Source: an optimization exercise on an open RTL-to-GDS flow (aim: small area). Production flows keep margins and buffers that such runs may drop. Function was checked by simulation only, so behaviour that the tests miss may differ from the original. Power is estimated from default activity; no workload was simulated.

`flow/run.sh`:
```
#!/bin/bash
# The standard layout (the standard.sh: standard synthesis, floorplan, power grid, tap cells,
# placement, clock tree, routing), with two changes:
#  - the input and output port buffers are buf_1 cells instead of clkdlybuf4s50_1;
#  - clock tree synthesis inserts no dummy loads.
# CTS_ARGS replaces the clock tree arguments, so it repeats config.mk's clustering and buffer.
set -euo pipefail
bash standard.sh \
  "BUFFER_PORTS_ARGS=-buffer_cell sky130_fd_sc_hd__buf_1" \
  "CTS_ARGS=-sink_clustering_enable -repair_clock_nets -dont_use_dummy_load -sink_clustering_size 24 -sink_clustering_max_diameter 100 -buf_list sky130_fd_sc_hd__clkbuf_16" \
  finish > flow_make.log 2>&1
```
`standard.sh`:
```
#!/bin/bash
# synth_recipe.tcl (not shown) runs the flow's synth.tcl, then flattens the netlist and writes it again
# the make line also repeats each setting of config.mk as NAME=value (left out here)
make -C /OpenROAD-flow-scripts/flow DESIGN_CONFIG=/design/flow/config.mk WORK_HOME=/design/flow/orfs CLKGATE_MAP_FILE= SYNTH_SCRIPT=/design/flow/synth_recipe.tcl "${@:-finish}"
```
`config.mk`:
```
export PLATFORM = sky130hd
export DESIGN_NAME = riscv_core
export DESIGN_NICKNAME = riscv_core
export VERILOG_FILES = /design/flow/design.v
export SDC_FILE = /design/flow/constraint.sdc
export NUM_CORES = 4
export LEC_CHECK = 0
export CAP_MARGIN = 20
export CELL_PAD_IN_SITES_DETAIL_PLACEMENT = 1
export CELL_PAD_IN_SITES_GLOBAL_PLACEMENT = 1
export CORE_MARGIN = 2
export CORE_UTILIZATION = 50
export CTS_BUF_LIST = sky130_fd_sc_hd__clkbuf_16
export CTS_CLUSTER_DIAMETER = 100
export CTS_CLUSTER_SIZE = 24
export GPL_ROUTABILITY_DRIVEN = 1
export PLACE_DENSITY = 0.6
export SLEW_MARGIN = 20
export SYNTH_HIERARCHICAL = 1
```
`constraint.sdc`:
```
create_clock -name core_clock -period 10.0 [get_ports {sys_clk}]
set_input_delay 2.0000 -clock core_clock [delete_from_list [all_inputs] [get_ports {sys_clk}]]
set_output_delay 2.0000 -clock core_clock [all_outputs]
set_load 0.01 [all_outputs]
```
`design.v`:
```
module hm_inv(input a, output y); assign y = ~a; endmodule
module hm_nand2(input a, input b, output y); assign y = ~(a & b); endmodule
module hm_nor2(input a, input b, output y); assign y = ~(a | b); endmodule
module hm_or2(input a, input b, output y); assign y = a | b; endmodule
module hm_and2(input a, input b, output y); assign y = a & b; endmodule
module hm_xor2(input a, input b, output y); assign y = a ^ b; endmodule
module hm_xnor2(input a, input b, output y); assign y = ~(a ^ b); endmodule
module hm_a22o(input a1, input a2, input b1, input b2, output y); assign y = (a1 & a2) | (b1 & b2); endmodule
module hm_ao222(input a1, input a2, input b1, input b2, input c1, input c2, output y); assign y = (a1 & a2) | (b1 & b2) | (c1 & c2); endmodule
module hm_mux2i(input a0, input a1, input s, output y); assign y = ~(s ? a1 : a0); endmodule
module hm_mux4(input a0, input a1, input a2, input a3, input s0, input s1, output y); assign y = s1 ? (s0 ? a3 : a2) : (s0 ? a1 : a0); endmodule
module hm_ha(input a, input b, output s, output co); assign {co, s} = a + b; endmodule
module hm_and3(input a, input b, input c, output y); assign y = a & b & c; endmodule
module hm_a21o(input a1, input a2, input b1, output y); assign y = (a1 & a2) | b1; endmodule
module fa1(input a, input b, input ci, output s, output co);
assign {co, s} = a + b + ci;
endmodule
module add_rc #(parameter W = 32) (input [W-1:0] a, input [W-1:0] b, input ci, output [W-1:0] s, output co);
wire [W:0] c;
assign c[0] = ci;
genvar i;
generate for (i = 0; i < W; i = i + 1) begin : g
    fa1 u(.a(a[i]), .b(b[i]), .ci(c[i]), .s(s[i]), .co(c[i+1]));
end endgenerate
assign co = c[W];
endmodule
module add_cs #(parameter W = 32, parameter L = 10, parameter M = 11) (
    input   [W-1:0] a   ,
    input   [W-1:0] b   ,
    input           ci  ,
    output  [W-1:0] s   ,
    output          co
);
localparam NB = (W - L + M - 1) / M;     
wire [NB:0] c;                           
add_rc #(.W(L)) ul(.a(a[L-1:0]), .b(b[L-1:0]), .ci(ci), .s(s[L-1:0]), .co(c[0]));
genvar k, i;
generate for (k = 0; k < NB; k = k + 1) begin : blk
    localparam LO = L + k * M;
    localparam HI = (LO + M > W) ? W : LO + M;
    localparam N  = HI - LO;
    wire [N-1:0] s0, s1;
    wire c0, c1, cn;
    add_rc #(.W(N)) u0(.a(a[HI-1:LO]), .b(b[HI-1:LO]), .ci(1'b0), .s(s0), .co(c0));
    add_rc #(.W(N)) u1(.a(a[HI-1:LO]), .b(b[HI-1:LO]), .ci(1'b1), .s(s1), .co(c1));
    hm_inv ui(.a(c[k]), .y(cn));
    for (i = 0; i < N; i = i + 1) begin : m
        hm_a22o u(.a1(s1[i]), .a2(c[k]), .b1(s0[i]), .b2(cn), .y(s[LO+i]));
    end
    hm_a22o uc(.a1(c1), .a2(c[k]), .b1(c0), .b2(cn), .y(c[k+1]));
end endgenerate
assign co = c[NB];
endmodule
module add_pg32(
    input   [31:0]  a   ,
    input   [31:0]  b   ,
    input           ci  ,
    output  [31:0]  s   ,
    output          co  ,
    output  [31:0]  p   ,
    output  [31:0]  g
);
genvar i;
generate for (i = 0; i < 32; i = i + 1) begin : pg
    hm_xor2 up(.a(a[i]), .b(b[i]), .y(p[i]));
    hm_and2 ug(.a(a[i]), .b(b[i]), .y(g[i]));
end endgenerate
wire [16:0] c;
assign c[0] = ci;
generate for (i = 0; i < 16; i = i + 1) begin : lo
    hm_a21o uc(.a1(p[i]), .a2(c[i]), .b1(g[i]), .y(c[i+1]));
    hm_xor2 us(.a(p[i]), .b(c[i]), .y(s[i]));
end endgenerate
wire [32:16] c0, c1;
wire [31:16] s0, s1;
assign c0[17] = g[16];
assign s0[16] = p[16];
hm_or2  uc1(.a(a[16]), .b(b[16]), .y(c1[17]));
hm_xnor2 us1(.a(a[16]), .b(b[16]), .y(s1[16]));
generate for (i = 17; i < 32; i = i + 1) begin : hi
    hm_a21o uc0(.a1(p[i]), .a2(c0[i]), .b1(g[i]), .y(c0[i+1]));
    hm_a21o uc1(.a1(p[i]), .a2(c1[i]), .b1(g[i]), .y(c1[i+1]));
    hm_xor2 us0(.a(p[i]), .b(c0[i]), .y(s0[i]));
    hm_xor2 us1(.a(p[i]), .b(c1[i]), .y(s1[i]));
end endgenerate
wire cn;
hm_inv ui(.a(c[16]), .y(cn));
generate for (i = 16; i < 32; i = i + 1) begin : m
    hm_a22o u(.a1(s1[i]), .a2(c[16]), .b1(s0[i]), .b2(cn), .y(s[i]));
end endgenerate
hm_a22o uco(.a1(c1[32]), .a2(c[16]), .b1(c0[32]), .b2(cn), .y(co));
endmodule
module alu_lt(input a31, input b31, input co, input slt_s, output y);
wire ltu = !co;
assign y = (slt_s && (a31 ^ b31)) ? a31 : ltu;
endmodule
module alu_core(
    input   [31:0]  A       ,
    input   [31:0]  B       ,
    input           sub     ,    
    input           e_sum   ,
    input           e_x     ,    
    input           e_a     ,    
    input           e_shr   ,
    input           e_shl   ,
    input           e_lt    ,    
    input           slt_s   ,    
    output  [31:0]  r
);
wire [31:0] bx, sum, x, g;
wire        co, ltv;
genvar i;
generate for (i = 0; i < 32; i = i + 1) begin : p
    hm_xor2 ux(.a(B[i]), .b(sub), .y(bx[i]));
end endgenerate
add_pg32 u_add(.a(A), .b(bx), .ci(sub), .s(sum), .co(co), .p(x), .g(g));
alu_lt u_lt(.a31(A[31]), .b31(B[31]), .co(co), .slt_s(slt_s), .y(ltv));
wire [31:0] v0, v1, v2, v3, v4, v5;
generate for (i = 0; i < 32; i = i + 1) begin : rv
    hm_mux2i u(.a0(A[i]), .a1(A[31-i]), .s(e_shl), .y(v0[i]));      
end endgenerate
wire ns1, ns3;
hm_inv ui1(.a(B[1]), .y(ns1));
hm_inv ui3(.a(B[3]), .y(ns3));
generate for (i = 0; i < 32; i = i + 1) begin : st
    if (i + 1 <= 31) begin : s0m hm_mux2i u(.a0(v0[i]), .a1(v0[i+1]), .s(B[0]), .y(v1[i])); end
    else begin : s0f hm_nor2 u(.a(B[0]), .b(v0[i]), .y(v1[i])); end
    if (i + 2 <= 31) begin : s1m hm_mux2i u(.a0(v1[i]), .a1(v1[i+2]), .s(B[1]), .y(v2[i])); end
    else begin : s1f hm_nand2 u(.a(ns1), .b(v1[i]), .y(v2[i])); end
    if (i + 4 <= 31) begin : s2m hm_mux2i u(.a0(v2[i]), .a1(v2[i+4]), .s(B[2]), .y(v3[i])); end
    else begin : s2f hm_nor2 u(.a(B[2]), .b(v2[i]), .y(v3[i])); end
    if (i + 8 <= 31) begin : s3m hm_mux2i u(.a0(v3[i]), .a1(v3[i+8]), .s(B[3]), .y(v4[i])); end
    else begin : s3f hm_nand2 u(.a(ns3), .b(v3[i]), .y(v4[i])); end
    if (i + 16 <= 31) begin : s4m hm_mux2i u(.a0(v4[i]), .a1(v4[i+16]), .s(B[4]), .y(v5[i])); end
    else begin : s4f hm_nor2 u(.a(B[4]), .b(v4[i]), .y(v5[i])); end
end endgenerate
generate for (i = 0; i < 32; i = i + 1) begin : o
    wire n1, n2;
    hm_aoi222 u1(.a1(sum[i]), .a2(e_sum), .b1(x[i]), .b2(e_x), .c1(g[i]), .c2(e_a), .y(n1));
    if (i == 0) begin : b0
        hm_aoi222 u2(.a1(v5[i]), .a2(e_shr), .b1(v5[31-i]), .b2(e_shl), .c1(ltv), .c2(e_lt), .y(n2));
    end else begin : bn
        hm_aoi222 u2(.a1(v5[i]), .a2(e_shr), .b1(v5[31-i]), .b2(e_shl), .c1(v5[i]), .c2(e_shr), .y(n2));
    end
    hm_nand2 u3(.a(n1), .b(n2), .y(r[i]));
end endgenerate
endmodule
module immgen(
    input   [31:0]  ins     ,
    input           s_pc    ,    
    input           s_jr    ,    
    input   [31:0]  pcd     ,
    input   [31:0]  rs1d    ,
    output  [31:0]  imm     ,
    output  [31:0]  base
);
wire isU  = !ins[6];
wire isJ  = ins[3];
wire isB  = !ins[2];
wire isJR = ins[6] & ins[2] & !ins[3];
wire nU   = ins[6];
wire sJU  = isJ | isU;
wire sBR  = !sJU;
wire sJJR = ins[6] & ins[2];
genvar i;
generate for (i = 0; i < 32; i = i + 1) begin : b
    hm_a22o u(.a1(pcd[i]), .a2(s_pc), .b1(rs1d[i]), .b2(s_jr), .y(base[i]));
end endgenerate
hm_and2 u0(.a(ins[20]), .b(isJR), .y(imm[0]));
generate for (i = 1; i < 5; i = i + 1) begin : l
    hm_a22o u(.a1(ins[7+i]), .a2(isB), .b1(ins[20+i]), .b2(sJJR), .y(imm[i]));
end endgenerate
generate for (i = 5; i < 11; i = i + 1) begin : m
    hm_and2 u(.a(ins[20+i]), .b(nU), .y(imm[i]));
end endgenerate
hm_ao222 u11(.a1(ins[7]), .a2(isB), .b1(ins[20]), .b2(isJ), .c1(ins[31]), .c2(isJR), .y(imm[11]));
generate for (i = 12; i < 20; i = i + 1) begin : h
    hm_a22o u(.a1(ins[31]), .a2(sBR), .b1(ins[i]), .b2(sJU), .y(imm[i]));
end endgenerate
generate for (i = 20; i < 31; i = i + 1) begin : t
    hm_a22o u(.a1(ins[31]), .a2(nU), .b1(ins[i]), .b2(isU), .y(imm[i]));
end endgenerate
assign imm[31] = ins[31];
endmodule
module bcmp(input [31:0] a, input [31:0] b, output eq, output ltu);
assign eq  = a == b;
assign ltu = a < b;
endmodule
module fwdmux(
    input   [31:0]  alu4    ,
    input   [31:0]  m2r     ,
    input   [31:0]  rs1d    ,
    input   [31:0]  rs2d    ,
    input           fA2     ,
    input           fA1     ,
    input           fB2     ,
    input           fB1     ,
    input           imm_sel ,
    input   [6:0]   f7      ,
    input   [4:0]   imm_lo  ,
    output  [31:0]  A       ,
    output  [31:0]  B
);
wire [11:0] imm = {f7, imm_lo};
wire sA2 = fA2;
wire sA1 = fA1 & !fA2;
wire sA0 = !fA1 & !fA2;
wire sB2 = fB2 & !imm_sel;
wire sB1 = fB1 & !fB2 & !imm_sel;
wire sB0 = !fB1 & !fB2 & !imm_sel;
wire nsgn = !(imm_sel & f7[6]);
genvar i;
generate for (i = 0; i < 32; i = i + 1) begin : g
    hm_ao222 ua(.a1(alu4[i]), .a2(sA2), .b1(m2r[i]), .b2(sA1), .c1(rs1d[i]), .c2(sA0), .y(A[i]));
    wire n;
    hm_aoi222 ub(.a1(alu4[i]), .a2(sB2), .b1(m2r[i]), .b2(sB1), .c1(rs2d[i]), .c2(sB0), .y(n));
    if (i < 12) begin : lo
        wire t;
        hm_nand2 ut(.a(imm[i]), .b(imm_sel), .y(t));
        hm_nand2 uo(.a(n), .b(t), .y(B[i]));
    end else begin : hi
        hm_nand2 uo(.a(n), .b(nsgn), .y(B[i]));
    end
end endgenerate
endmodule
module hm_aoi222(input a1, input a2, input b1, input b2, input c1, input c2, output y);
assign y = ~((a1 & a2) | (b1 & b2) | (c1 & c2));
endmodule
module hm_nand4(input a, input b, input c, input d, output y);
assign y = ~(a & b & c & d);
endmodule
module hm_nand3(input a, input b, input c, output y);
assign y = ~(a & b & c);
endmodule
module hm_or3(input a, input b, input c, output y);
assign y = a | b | c;
endmodule
module rf_rdbit(input [32:0] d, input [32:0] s, output y);
wire [10:0] n;
genvar i;
generate for (i = 0; i < 11; i = i + 1) begin : g
    hm_aoi222 u(.a1(d[3*i]), .a2(s[3*i]), .b1(d[3*i+1]), .b2(s[3*i+1]),
                .c1(d[3*i+2]), .c2(s[3*i+2]), .y(n[i]));
end endgenerate
wire p0, p1, p2;
hm_nand4 u0(.a(n[0]), .b(n[1]), .c(n[2]), .d(n[3]), .y(p0));
hm_nand4 u1(.a(n[4]), .b(n[5]), .c(n[6]), .d(n[7]), .y(p1));
hm_nand3 u2(.a(n[8]), .b(n[9]), .c(n[10]), .y(p2));
hm_or3   u3(.a(p0), .b(p1), .c(p2), .y(y));
endmodule
module rf_dec(input [4:0] ra, input [31:0] valid, input fwd, output [32:0] s);
wire [3:0] l;
wire [7:0] h;
rf_pre2 ul(.we(!fwd), .a(ra[1:0]), .l(l));
rf_pre3 uh(.a(ra[4:2]), .h(h));
genvar i;
generate for (i = 0; i < 32; i = i + 1) begin : g
    hm_and3 u(.a(l[i % 4]), .b(h[i / 4]), .c(valid[i]), .y(s[i]));
end endgenerate
assign s[32] = fwd;
endmodule
module rf_wdec(input we, input [4:0] wa, output [31:0] en);
wire [3:0] l;
wire [7:0] h;
rf_pre2 ul(.we(we), .a(wa[1:0]), .l(l));
rf_pre3 uh(.a(wa[4:2]), .h(h));
genvar i;
generate for (i = 0; i < 32; i = i + 1) begin : g
    hm_and2 u(.a(l[i % 4]), .b(h[i / 4]), .y(en[i]));
end endgenerate
endmodule
module rf_pre2(input we, input [1:0] a, output [3:0] l);
assign l = we ? (4'b0001 << a) : 4'b0000;
endmodule
module rf_pre3(input [2:0] a, output [7:0] h);
assign h = 8'b00000001 << a;
endmodule
module pcu(input [31:0] pc, output [31:0] pc4, output [31:0] pcm4);
wire [29:0] x = pc[31:2];
wire [30:0] c;
hm_inv ui(.a(x[0]), .y(pc4[2]));
assign c[1] = x[0];
genvar j;
generate for (j = 1; j < 30; j = j + 1) begin : inc
    hm_ha u(.a(x[j]), .b(c[j]), .s(pc4[j+2]), .co(c[j+1]));
end endgenerate
dec30 ud(.x(x), .y(pcm4[31:2]));
assign pc4[1:0]  = pc[1:0];
assign pcm4[1:0] = pc[1:0];
endmodule
module dec30(input [29:0] x, output [29:0] y);
assign y = x - 30'd1;
endmodule
module stfmt(
    input   [31:0]  m2r     ,
    input   [31:0]  reg2    ,
    input           fwdC    ,
    input   [2:0]   mop     ,
    input   [1:0]   a       ,
    output  [31:0]  wdata
);
wire [31:0] sd;
wire nfwdC = !fwdC;
wire sh = mop == 3'b001;
wire sw = mop == 3'b010;
wire c_hi  = sw | (sh & !a[0]);      
wire c_b   = !sw & !sh;              
wire c_lo2 = c_b | (sh & !a[0]);     
wire c_h3  = sh & !a[0];             
genvar i;
generate for (i = 0; i < 32; i = i + 1) begin : s
    hm_a22o u(.a1(m2r[i]), .a2(fwdC), .b1(reg2[i]), .b2(nfwdC), .y(sd[i]));
end endgenerate
generate for (i = 0; i < 8; i = i + 1) begin : w
    assign wdata[i] = sd[i];
    hm_a22o  u1(.a1(sd[8+i]),  .a2(c_hi), .b1(sd[i]), .b2(c_b),   .y(wdata[8+i]));
    hm_a22o  u2(.a1(sd[16+i]), .a2(sw),   .b1(sd[i]), .b2(c_lo2), .y(wdata[16+i]));
    hm_ao222 u3(.a1(sd[24+i]), .a2(sw),   .b1(sd[8+i]), .b2(c_h3), .c1(sd[i]), .c2(c_b), .y(wdata[24+i]));
end endgenerate
endmodule
module ldfmt(
    input   [31:0]  rdata   ,
    input   [2:0]   mop     ,
    input   [1:0]   a       ,
    input           m2r_sel ,
    input   [31:0]  alu     ,
    output  [31:0]  m2r
);
wire isB  = mop[1:0] == 2'b00;
wire isH  = mop[1:0] == 2'b01;
wire isW  = mop == 3'b010;
wire hv   = isH & !a[0];
wire sgnd = !mop[2];
wire nm   = !m2r_sel;
wire en_lo = (isW | isB | hv) & nm;
wire s0 = a[0] & !isW;
wire s1 = a[1] & !isW;
wire sgn;
hm_mux4 us(.a0(rdata[7]), .a1(rdata[15]), .a2(rdata[23]), .a3(rdata[31]), .s0(a[0] | isH), .s1(a[1]), .y(sgn));
wire c1  = (isW | (hv & !a[1])) & nm;        
wire c3  = hv & a[1] & nm;                   
wire nt1 = !(sgn & isB & sgnd & nm);         
wire cw  = isW & nm;                         
wire en2 = (isB | hv) & sgnd & nm;          
genvar i;
generate for (i = 0; i < 8; i = i + 1) begin : lo
    wire b;
    hm_mux4 um(.a0(rdata[i]), .a1(rdata[8+i]), .a2(rdata[16+i]), .a3(rdata[24+i]), .s0(s0), .s1(s1), .y(b));
    hm_a22o uo(.a1(alu[i]), .a2(m2r_sel), .b1(b), .b2(en_lo), .y(m2r[i]));
end endgenerate
generate for (i = 8; i < 16; i = i + 1) begin : b1
    wire n;
    hm_aoi222 ua(.a1(rdata[i]), .a2(c1), .b1(rdata[16+i]), .b2(c3), .c1(alu[i]), .c2(m2r_sel), .y(n));
    hm_nand2 uo(.a(n), .b(nt1), .y(m2r[i]));
end endgenerate
generate for (i = 16; i < 32; i = i + 1) begin : hi
    hm_ao222 ua(.a1(rdata[i]), .a2(cw), .b1(alu[i]), .b2(m2r_sel), .c1(sgn), .c2(en2), .y(m2r[i]));
end endgenerate
endmodule
module eqnz(input [31:0] a, input [31:0] b, output y);
assign y = a == b && a != 32'd0;
endmodule
module riscv_core(
    input               sys_clk     ,
    input               sys_rst_n   ,
    output  reg         led_test    ,
    output              iram_cs     ,
    output  [11:0]      iram_addr   ,
    input   [31:0]      iram_rdata  ,
    output              dram_cs     ,
    output  [3:0]       dram_we     ,
    output  [11:0]      dram_addr   ,
    output  [31:0]      dram_wdata  ,
    input   [31:0]      dram_rdata
);
reg  [31:0] pc;          
reg         zflag;       
reg  [31:0] bank [0:31];
reg  [31:0] valid;       
reg         bwe;
reg  [4:0]  bwa;
reg  [31:0] bwd;
reg         fwd1_r, fwd2_r;
reg  [4:0]  ra1, ra2;    
reg         memrd_3, memwr_3, m2r_3, alu0_3;
reg  [2:0]  f3_3;
reg  [6:0]  f7_3;
reg  [4:0]  rd3;
reg         memrd_4, memwr_4, m2r_4;
reg  [2:0]  mop_4;
reg  [31:0] alu4;
reg  [31:0] reg2_4;
reg  [4:0]  rd4;
reg         memrd_5, m2r_5;
reg  [31:0] alu5;
reg  [4:0]  rd5;
reg  [2:0]  mop_5;
reg  [1:0]  a_5;
wire [32:0] sel1, sel2;
wire [31:0] rs1d, rs2d;
rf_dec u_dec1(.ra(ra1), .valid(valid), .fwd(fwd1_r), .s(sel1));
rf_dec u_dec2(.ra(ra2), .valid(valid), .fwd(fwd2_r), .s(sel2));
genvar gb, gr;
generate for (gb = 0; gb < 32; gb = gb + 1) begin : rp
    wire [32:0] col;
    for (gr = 0; gr < 32; gr = gr + 1) begin : c
        assign col[gr] = bank[gr][gb];
    end
    assign col[32] = bwd[gb];
    rf_rdbit u1(.d(col), .s(sel1), .y(rs1d[gb]));
    rf_rdbit u2(.d(col), .s(sel2), .y(rs2d[gb]));
end endgenerate
wire [31:0] ins = iram_rdata;
wire [6:0]  op  = ins[6:0];
wire [2:0]  f3  = ins[14:12];
wire [4:0]  rs1 = ins[19:15];
wire [4:0]  rs2 = ins[24:20];
wire [4:0]  rd  = ins[11:7];
wire op_r     = op == 7'b0110011;
wire op_ld    = op == 7'b0000011;
wire op_i     = op == 7'b0010011;
wire op_s     = op == 7'b0100011;
wire op_b     = op == 7'b1100011;
wire op_jal   = op == 7'b1101111;
wire op_jalr  = op == 7'b1100111;
wire op_lui   = op == 7'b0110111;
wire op_auipc = op == 7'b0010111;
wire wr_imm   = op_jal | op_jalr | op_lui | op_auipc;
wire eq, ltu;
bcmp u_bcmp(.a(rs1d), .b(rs2d), .eq(eq), .ltu(ltu));
reg  cond;
always @(*) begin
    case (f3)
        3'b000 : cond = eq;
        3'b001 : cond = !eq;
        3'b100,
        3'b110 : cond = ltu;
        3'b101,
        3'b111 : cond = !ltu && !eq;
        default: cond = 1'b0;
    endcase
end
wire taken = (op_b & cond) | op_jal;
wire [31:0] imm_d, base, pcd, pc4;
pcu u_pcu(.pc(pc), .pc4(pc4), .pcm4(pcd));
immgen u_immgen(.ins(ins), .s_pc(!zflag && !op_lui && !op_jalr), .s_jr(op_jalr),
    .pcd(pcd), .rs1d(rs1d), .imm(imm_d), .base(base));
wire [31:0] alu_imm;
wire        alu_imm_co;
wire [31:0] imm_p, imm_g;
add_pg32 u_imm_add(.a(base), .b(imm_d), .ci(1'b0), .s(alu_imm), .co(alu_imm_co), .p(imm_p), .g(imm_g));
wire [31:0] m2r;
wire        reg_wr_5 = m2r_5 | memrd_5;
wire        we = wr_imm | reg_wr_5;
wire [4:0]  wa = wr_imm ? rd : rd5;
wire [31:0] wd;
wire        wd_pc  = op_jal;
wire        wd_imm = wr_imm & !op_jal;
wire        wd_m2r = !wr_imm;
genvar gw;
generate for (gw = 0; gw < 32; gw = gw + 1) begin : wdm
    hm_ao222 u(.a1(pc[gw]), .a2(wd_pc), .b1(alu_imm[gw]), .b2(wd_imm), .c1(m2r[gw]), .c2(wd_m2r), .y(wd[gw]));
end endgenerate
wire        wb_hit = reg_wr_5 && rd5 != 5'd0;
wire        fwd1 = wb_hit && rd5 == rs1;
wire        fwd2 = wb_hit && rd5 != rs1 && rd5 == rs2;
assign iram_cs   = !taken;
wire [31:0] pc_next;
genvar gp;
generate for (gp = 0; gp < 32; gp = gp + 1) begin : pcm
    hm_a22o u(.a1(alu_imm[gp]), .a2(taken), .b1(pc4[gp]), .b2(iram_cs), .y(pc_next[gp]));
end endgenerate
assign iram_addr = pc[13:2];
always @(posedge sys_clk or negedge sys_rst_n) begin
    if (!sys_rst_n) begin
        pc       <= 32'd0;
        zflag    <= 1'b1;
        led_test <= 1'b1;
    end else begin
        pc       <= pc_next;
        zflag    <= taken;
        if (pc == 32'h1000)
            led_test <= !led_test;
    end
end
wire [31:0] bwen;
rf_wdec u_wdec(.we(bwe), .wa(bwa), .en(bwen));
genvar gk;
generate for (gk = 0; gk < 32; gk = gk + 1) begin : bk
    always @(posedge sys_clk) begin
        if (bwen[gk])
            bank[gk] <= bwd;
    end
end endgenerate
always @(posedge sys_clk or negedge sys_rst_n) begin
    if (!sys_rst_n) begin
        valid  <= 32'd0;
        bwe    <= 1'b0;
        fwd1_r <= 1'b0;
        fwd2_r <= 1'b0;
    end else begin
        valid  <= valid | bwen;
        bwe    <= we;
        fwd1_r <= fwd1;
        fwd2_r <= fwd2;
    end
end
always @(posedge sys_clk) begin
    bwa <= wa;
    bwd <= wd;
    ra1 <= rs1;
    ra2 <= rs2;
end
always @(posedge sys_clk or negedge sys_rst_n) begin
    if (!sys_rst_n) begin
        memrd_3 <= 1'b0;
        memwr_3 <= 1'b0;
        m2r_3   <= 1'b0;
        alu0_3  <= 1'b0;
    end else begin
        memrd_3 <= op_ld;
        memwr_3 <= op_s;
        m2r_3   <= op_r | op_i;
        alu0_3  <= op_i | (op_b & !taken);
    end
end
always @(posedge sys_clk) begin
    f3_3 <= f3;
    f7_3 <= ins[31:25];
    rd3  <= rd;
end
wire reg_wr_4 = m2r_4 | memrd_4;
wire fA2 = reg_wr_4 && rd4 != 5'd0 && rd4 == ra1;
wire fA1 = reg_wr_5 && rd5 != 5'd0 && rd5 == ra1;
wire fB2 = reg_wr_4 && rd4 != 5'd0 && rd4 == ra2;
wire fB1 = reg_wr_5 && rd5 != 5'd0 && rd5 == ra2;
wire        imm_sel = memrd_3 | memwr_3 | (m2r_3 & alu0_3);
wire [31:0] A, B;
fwdmux u_fwd(.alu4(alu4), .m2r(m2r), .rs1d(rs1d), .rs2d(rs2d), .fA2(fA2), .fA1(fA1), .fB2(fB2), .fB1(fB1),
    .imm_sel(imm_sel), .f7(f7_3), .imm_lo(memwr_3 ? rd3 : ra2), .A(A), .B(B));
wire rtype = m2r_3;              
wire i30   = f7_3[5];
wire k_sll  = rtype && !i30 && f3_3 == 3'b001;
wire k_slt  = rtype && !i30 && f3_3 == 3'b010;
wire k_sltu = rtype && !i30 && f3_3 == 3'b011;
wire k_xor  = rtype && !i30 && f3_3 == 3'b100;
wire k_srl  = rtype &&         f3_3 == 3'b101;
wire k_or   = rtype && !i30 && f3_3 == 3'b110;
wire k_and  = rtype && !i30 && f3_3 == 3'b111;
wire sub    = (!rtype && alu0_3) || (rtype && !alu0_3 && i30 && f3_3 == 3'b000) || k_slt || k_sltu;
wire [31:0] alu;
alu_core u_alu(.A(A), .B(B), .sub(sub),
    .e_sum(!(k_sll | k_slt | k_sltu | k_xor | k_srl | k_or | k_and)),
    .e_x(k_xor | k_or), .e_a(k_and | k_or), .e_shr(k_srl), .e_shl(k_sll),
    .e_lt(k_slt | k_sltu), .slt_s(k_slt), .r(alu));
always @(posedge sys_clk or negedge sys_rst_n) begin
    if (!sys_rst_n) begin
        memrd_4 <= 1'b0;
        memwr_4 <= 1'b0;
        m2r_4   <= 1'b0;
    end else begin
        memrd_4 <= memrd_3;
        memwr_4 <= memwr_3;
        m2r_4   <= m2r_3;
    end
end
always @(posedge sys_clk) begin
    mop_4  <= (memrd_3 | memwr_3) ? f3_3 : 3'd0;
    alu4   <= alu;
    reg2_4 <= rs2d;
    rd4    <= rd3;
end
wire        fwdC_eq;
eqnz u_fwdc(.a(alu4), .b(alu5), .y(fwdC_eq));
wire        fwdC = memwr_4 && fwdC_eq;
wire [1:0]  a    = alu4[1:0];
assign dram_cs   = memwr_4 | memrd_4;
assign dram_addr = alu4[13:2];
assign dram_we   = !memwr_4            ? 4'b0000 :
                   mop_4 == 3'b000     ? (4'b0001 << a) :
                   mop_4 == 3'b001     ? (4'b0011 << a) :
                   mop_4 == 3'b010     ? 4'b1111 : 4'b0000;
stfmt u_stfmt(.m2r(m2r), .reg2(reg2_4), .fwdC(fwdC), .mop(mop_4), .a(a), .wdata(dram_wdata));
always @(posedge sys_clk or negedge sys_rst_n) begin
    if (!sys_rst_n) begin
        memrd_5 <= 1'b0;
        m2r_5   <= 1'b0;
    end else begin
        memrd_5 <= memrd_4;
        m2r_5   <= m2r_4;
    end
end
always @(posedge sys_clk) begin
    alu5  <= alu4;
    rd5   <= rd4;
    mop_5 <= mop_4;
    a_5   <= alu4[1:0];
end
ldfmt u_ldfmt(.rdata(dram_rdata), .mop(mop_5), .a(a_5), .m2r_sel(m2r_5), .alu(alu5), .m2r(m2r));
endmodule
```
==> metrics.md, run 1 <==
| Metric | Value |
|---|---|
| Core Footprint | roughly 0.12 mm² |
| CTS Buf Count | 66 |
| Final nets | 4,435 |
| Std cell rows | 125 |
| Routed wire length | 245,000 µm |
| Die span in y | between 300 and 400 µm |
| Initial Util | 0.504 |
| Status | complete, no violations |
| Setup TNS Final | 0 ns |
| Kind of critical path | reg2out |
| Clock tree sinks | around 1,300 |
| Die width | roughly 350 µm |
| Fin crit share | 0.964 |
| Root Driver | clkbuf_16 |
| Part of the power in the clock network | 0.250 |
| Fin crit period | 9.64 ns |
| CP endpoint kind | primary output |
| Post-synthesis instance area | between 0.05 and 0.06 mm² |
| WL/cell | 42.0 µm |
| Final Skew | 0.123 ns |
| Layout fillers | approximately 11,000 |
| Max-Slew Margin vs Limit | 0.163 |
| Maxcap violations | 0 |
| GP Congestion | ~1 |
| VDD IR max | roughly 0.00015 V |
| Initial drt markers | just over 10,000 |
| Total gr overflow | 0 |
| PortBufs | 128 |
| Multi-input logic area | between 0.02 and 0.025 mm² |
| Post-CTS resize count | 0 |
| Via density | 7.89 |
| Global-route wire length before repair | 341,000 µm |
| Clock-pin slew on the worst setup and hold paths | about 0.10 ns |
| YS warnings | 8 |
| Final hold viol count | 0 |
| Crit path required time | ~8.0 ns |
| Register share of total power | 0.563 |
| Achievable frequency | about 100 MHz |
| Clock latency (worst-skew pair) | ~0.72 ns |
| Worst hold slack | around 0.36 ns |
| Largest net degree at the start of global routing | 65 |
| Vias in the first global route | approximately 45,000 |
| Logic pwr share | 0.187 |
| Leak pwr | 23.7 nW |
| Min setup slack post-route | 0.361 ns |
| RSZ-0062 raised after global routing | false |
| Crit-path max FO | 33 |
| TritonRoute pass-1 iters | 14 |
| Worst path arrival time | 7.64 ns |
| Worst hold path type | reg2reg |
| Post-CTS Setup Inserts | 0 |
| H-tree Lvls | 3 |
| P_int | just over 8 mW |
| FF/Latch Area | between 0.03 and 0.04 mm² |
| Die area | roughly 0.12 mm² |
| CTS tree | done |
| Routed vias | 46,000 |
| Mean Syn Cell Area | approximately 15 µm² |
| Max-slew violations | 0 |
| CTS Buffer Depth | 3 |
| # setup viols final | 0 |
| Drc violations | 0 |
| Sw frac | 0.301 |
| Synth Instances | ~4,000 |
| Slew @ Worst Pin | ~1.3 ns |
| Pwr/cell area | between 150 and 200 mW/mm² |
| GRT Util Overall | 0.398 |
| Share of cells above drive strength 1 | 0.0921 |
| Final core occ | 0.548 |
| CTS Hold Bufs | 0 |
| Sw power | 3.47 mW |
| Initial antenna violation count | 7 |
| Area Overhead vs Synth | 8.55% |
| Pre-CTS worst setup slack | around 1.2 ns |
| Type of origin of the critical path | flip-flop |
| DPL Wire Length | 164,000 µm |
| Ports | between 100 and 150 |
| Final ANT Viol Nets | 0 |
==> per-stage QoR <==
stage	area, µm²	total power, mW	instances
3_5_place_dp	61900	8.68	5754
2_1_floorplan	58600	7.79	4019
5_1_grt	63600	11.8	5827
6_report	63600	11.5	5837
4_1_cts	63500	11.5	5820
3_3_place_gp	61800	8.63	5753
==> placed cells by master, fill, tap and decap left out, types with 9 or more instances in the layout <==
cell type and count:
edfxtp_1 1024, a222oi_1 897, xor2_1 254, a22o_1 176, mux2i_1 164, dfxtp_1 161
inv_1 140, nand4_1 138, buf_4 131, buf_1 127, nand2_1 114, a21o_1 92
dfrtp_1 76, nand3_1 75, and2_1 72, or3_1 67, ha_1 66, clkbuf_16 66
nor2_1 56, and3_1 39, or2_2 36, and3_2 32, nor4_1 31, xnor2_1 26
and2_2 24, nor3_1 18, a21oi_1 16, dfxtp_2 13, diode_2 12, mux2_2 11
nor2b_1 11, nor3b_1 10, nand2b_1 9, and3b_1 9, and3b_2 9, mux4_2 9
and2_4 9
==> state kept, by name (all words and copies together) (netlist names), 5 cells and up <==
register / cells
bank: 1024
alu4: 32
bwd: 32
pc: 32
reg2_4: 32
valid: 32
alu5: 31
f7_3: 7
bwa: 5
ra1: 5
ra2: 5
rd3: 5
rd4: 5
rd5: 5
==> path summary, 6_finish.rpt <==
path	startpoint	to	slack [ns]	depth (start not counted)
worst min-delay path	rd3[0]$_DFF_P_	rd4[0]$_DFF_P_	0.36	0
max in group asynchronous	sys_rst_n	valid[8]$_DFF_PN0_	7.53	2
worst min register to register	rd3[0]$_DFF_P_	rd4[0]$_DFF_P_	0.36	0
min in group asynchronous	sys_rst_n	pc[1]$_DFF_PN0_	1.32	1
worst max register to register	fwd2_r$_DFF_PN0_	alu4[0]$_DFF_P_	1.00	33
worst max-delay path	fwd2_r$_DFF_PN0_	iram_cs	0.36	20
==> routing by layer <==
layer / wire [µm] / part of all wire / GRT usage
met3: 29800 / 0.12 / 0.0913
met1: 88000 / 0.36 / 0.515
met5: 27 / 0.00011 / 0
met2: 109000 / 0.44 / 0.609
met4: 18600 / 0.076 / 0.244
==> worst max-delay path: stages, from the launching register on <==
cell and delay [ns]:
dfrtp_1 0.34, buf_4 0.45, inv_1 0.16, and3b_1 0.36, and3_1 0.63, buf_4 0.38
a222oi_1 0.34, nand4_1 0.36, or3_1 0.64, inv_1 0.11, ha_1 0.25, a21oi_1 0.16
nor2_1 0.07, a211o_1 0.23, or4b_1 0.52, a2111oi_2 0.61, mux2i_1 0.16, a211oi_1 0.73
nor3_1 0.16, nor2_2 0.14, buf_1 0.17
==> power by group through the flow <==
| stage | clock network, mW | logic, mW | registers [mW] |
|---|---|---|---|
| 3_5_place_dp | 0 | 2.09 | 6.58 |
| 2_1_floorplan | 0 | 1.25 | 6.54 |
| 3_3_place_gp | 0 | 2.05 | 6.58 |
| 4_1_cts | 2.89 | 2.10 | 6.47 |
| 6_report | 2.88 | 2.15 | 6.48 |
| 5_1_grt | 3.04 | 2.28 | 6.49 |
==> final cells by class <==
type / count / share of cell area
Sequential cell: 1276 / 0.569
Clock buffer: 66 / 0.0260
Timing Repair Buffer: 265 / 0.0246
Antenna cell: 12 / 0.000472
Tap cell: 1524 / 0.0300
Inverter: 140 / 0.00826
Multi-Input combinational cell: 2554 / 0.342
==> inputs of run 2 (changes only) <==
==> run.sh (new file) <==
#!/bin/bash
# synth_recipe.tcl (not shown) runs the flow's synth.tcl, then flattens the netlist and writes it again
# the make line also repeats each setting of config.mk as NAME=value (left out here)
make -C /OpenROAD-flow-scripts/flow DESIGN_CONFIG=/design/flow/config.mk WORK_HOME=/design/flow/orfs CLKGATE_MAP_FILE= SYNTH_SCRIPT=/design/flow/synth_recipe.tcl finish
--- a/config.mk
+++ b/config.mk
@@ -10,10 +10,10 @@
 export CELL_PAD_IN_SITES_GLOBAL_PLACEMENT = 1
 export CORE_MARGIN = 2
-export CORE_UTILIZATION = 50
+export CORE_UTILIZATION = 45
 export CTS_BUF_LIST = sky130_fd_sc_hd__clkbuf_16
 export CTS_CLUSTER_DIAMETER = 100
 export CTS_CLUSTER_SIZE = 24
 export GPL_ROUTABILITY_DRIVEN = 1
-export PLACE_DENSITY = 0.6
+export PLACE_DENSITY = 0.55
 export SLEW_MARGIN = 20
 export SYNTH_HIERARCHICAL = 1
removed: flow/run.sh
removed: standard.sh
==> metrics.md, run 2 <==
| Metric | Value |
|---|---|
| Status | complete, no violations |
| Max FFs per register | 1,024 |
| # setup viols final | 0 |
| WL/cell | around 42 µm |
| Clock tree sinks | 1,276 |
| Final ANT Viol Nets | 0 |
| GRT Util Overall | 0.381 |
| Core Footprint | 0.129 mm² |
| Total gr overflow | 0 |
| Worst hold path type | reg2reg |
| Root Driver | clkbuf_16 |
| Maxcap violations | 0 |
| Met1 usage | 0.504 |
| Final hold viol count | 0 |
| Initial Util | 0.453 |
| YS warnings | 8 |
| GP Congestion | 1.01 |
| Inst Count DP | roughly 6,000 |
| FF/Latch Area | approximately 0.036 mm² |
| Initial drt markers | roughly 10,000 |
| Global route hottest layer | met2 |
| Largest net degree at the start of global routing | 65 |
| Global-route wire length before repair | 356,000 µm |
| Clock-pin slew on the worst setup and hold paths | ~0.11 ns |
| CP endpoint kind | primary output |
| Pwr/cell area | roughly 180 mW/mm² |
| Synth Instances | 4,018 |
| H-tree Lvls | 3 |
| Multi-input logic area | 0.0218 mm² |
| Std cell rows | about 130 |
| Area Overhead vs Synth | 11.3% |
| Die span in y | around 360 µm |
| Most frequent cells in the layout | edfxtp_1, a222oi_1, xor2_1 |
| Routed wire length | 259,000 µm |
| Worst path arrival time | 7.62 ns |
| Type of origin of the critical path | flip-flop |
| Slew @ Worst Pin | between 1 and 1.5 ns |
| Share of cells above drive strength 1 | 0.0997 |
| Final Skew | between 0.04 and 0.05 ns |
| TritonRoute pass-1 iters | 15 |
| Post-CTS resize count | 0 |
| Post-CTS Setup Inserts | 0 |
| Crit-path max FO | 32 |
| Max-slew violations | 0 |
| Achievable frequency | 104 MHz |
| Crit path required time | about 8.0 ns |
| Layout fillers | between 10,000 and 15,000 |
| Min setup slack post-route | 0.384 ns |
| GR Util met2 | 0.588 |
| CTS tree | done |
| Final nets | around 4,400 |
| Met3 usage | 0.0665 |
| Leak pwr | approximately 24 nW |
| DPL Wire Length | ~170,000 µm |
| Ports | ~130 |
| RSZ-0062 raised after global routing | false |
| Vias in the first global route | between 40,000 and 50,000 |
| CTS Buffer Depth | 3 |
| Mean Syn Cell Area | 14.6 µm² |
| Pre-CTS worst setup slack | ~1.1 ns |
| Via density | about 7.6 |
| CTS Hold Bufs | 0 |
| Fin crit period | just under 10 ns |
| Most common cell after layout, fill and taps aside | edfxtp_1 |
| Kind of critical path | reg2out |
| Setup TNS Final | 0 ns |
| Die area | about 0.13 mm² |
| PortBufs | between 100 and 150 |
| VDD IR max | around 0.00013 V |
| Initial antenna violation count | 17 |
| Max-Slew Margin vs Limit | 0.179 |
| Fin cells | 6,113 |
| Most flops, register | bank |
| Fin crit share | 0.962 |
| CTS Buf Count | 69 |
| Clock latency (worst-skew pair) | 0.72 ns |
| Routed vias | ~46,000 |
| Post-synthesis instance area | 0.0586 mm² |
| Die width | around 360 µm |
| Drc violations | 0 |
## run 2: worst max-delay path, stage by stage, from the launching register on
cell	delay [ns]
dfxtp_1	0.57
nor3b_1	0.83
and3_2	1.05
a222oi_1	0.22
nand4_1	0.27
or3_1	0.47
ha_1	0.33
nor2b_1	0.14
o211ai_1	0.17
a21boi_1	0.08
or4b_1	0.49
a2111oi_2	0.64
mux2i_1	0.17
a211oi_1	0.56
nor3_1	0.19
nor2_2	0.14
clkdlybuf4s50_1	0.55
## run 2: final cells by class
class	instances	share of cell area
multi-input cells	2554	0.334
well taps	1742	0.0334
flip-flops and latches	1276	0.555
repair buffers	273	0.0366
clock inverters	39	0.00530
clock buffers	71	0.0272
inverters	140	0.00806
diodes	18	0.000691
## run 2: stage by stage
stage	utilization	area, µm²	power, mW	hold slack, ns
global route	0.504	65200	12.4	0.361
detailed placement	0.487	63000	8.86	0.336
CTS	0.504	65100	12.0	0.357
finish	0.504	65200	12.0	0.352
floorplan	-	58600	7.79	0.326
global placement	0.487	63000	8.84	0.332
## run 2: final timing paths
kind	from	end	slack, ns	cells past startpoint
setup reg to reg	ra1[0]$_DFF_P_	alu4[0]$_DFF_P_	0.84	31
max in group asynchronous	sys_rst_n	valid[0]$_DFF_PN0_	7.62	2
setup / recovery	ra1[3]$_DFF_P_	iram_cs	0.38	16
hold / removal	rd3[1]$_DFF_P_	rd4[1]$_DFF_P_	0.35	0
min in group asynchronous	sys_rst_n	pc[4]$_DFF_PN0_	1.19	1
hold reg to reg	rd3[1]$_DFF_P_	rd4[1]$_DFF_P_	0.35	0
## run 2: where the power goes
part           switching (mW)  internal, mW  leakage, nW  total, mW
clock                    1.88          1.34         1.11       3.22
combinational            1.51         0.792         11.6       2.30
sequential              0.390          6.13         11.7       6.52
## run 2: layer usage
metal / share of wire / routed length [µm]
met5: 0.00011 / 28
met4: 0.070 / 18200
met3: 0.11 / 28100
met2: 0.45 / 115000
met1: 0.38 / 97400

## re-timing with driven ports
No port has a modelled driver above. Below, the same layouts with a new extraction and two added sets of constraints.
Step 1 (the two cells are an assumption about what drives the block):
set clk [get_ports {sys_clk}]
set_driving_cell -lib_cell sky130_fd_sc_hd__clkbuf_16 $clk
set_driving_cell -lib_cell sky130_fd_sc_hd__buf_2 [delete_from_list [all_inputs] $clk]
Step 2 adds t to the input delays and takes it off the output delays; t is the mean of the earliest and latest rising clock arrival at the registers after step 1. Input paths then give back, and output paths get back, about the clock's delay inside the block.
Three values: no drivers, after step 1, after step 2; two values: the first two.
run	t, ns	setup slack, ns	worst setup path after step 2	latest minus earliest clock arrival (ns)	slew at the worst register clock pin (ns)
run 1	0.740	0.361 / 0.279 / 1.003	register to register	0.124 / 0.124	0.11 / 0.11
run 2	0.771	0.384 / 0.309 / 0.838	register to register	0.046 / 0.046	0.11 / 0.11
After both steps setup and hold are still met in every run listed.
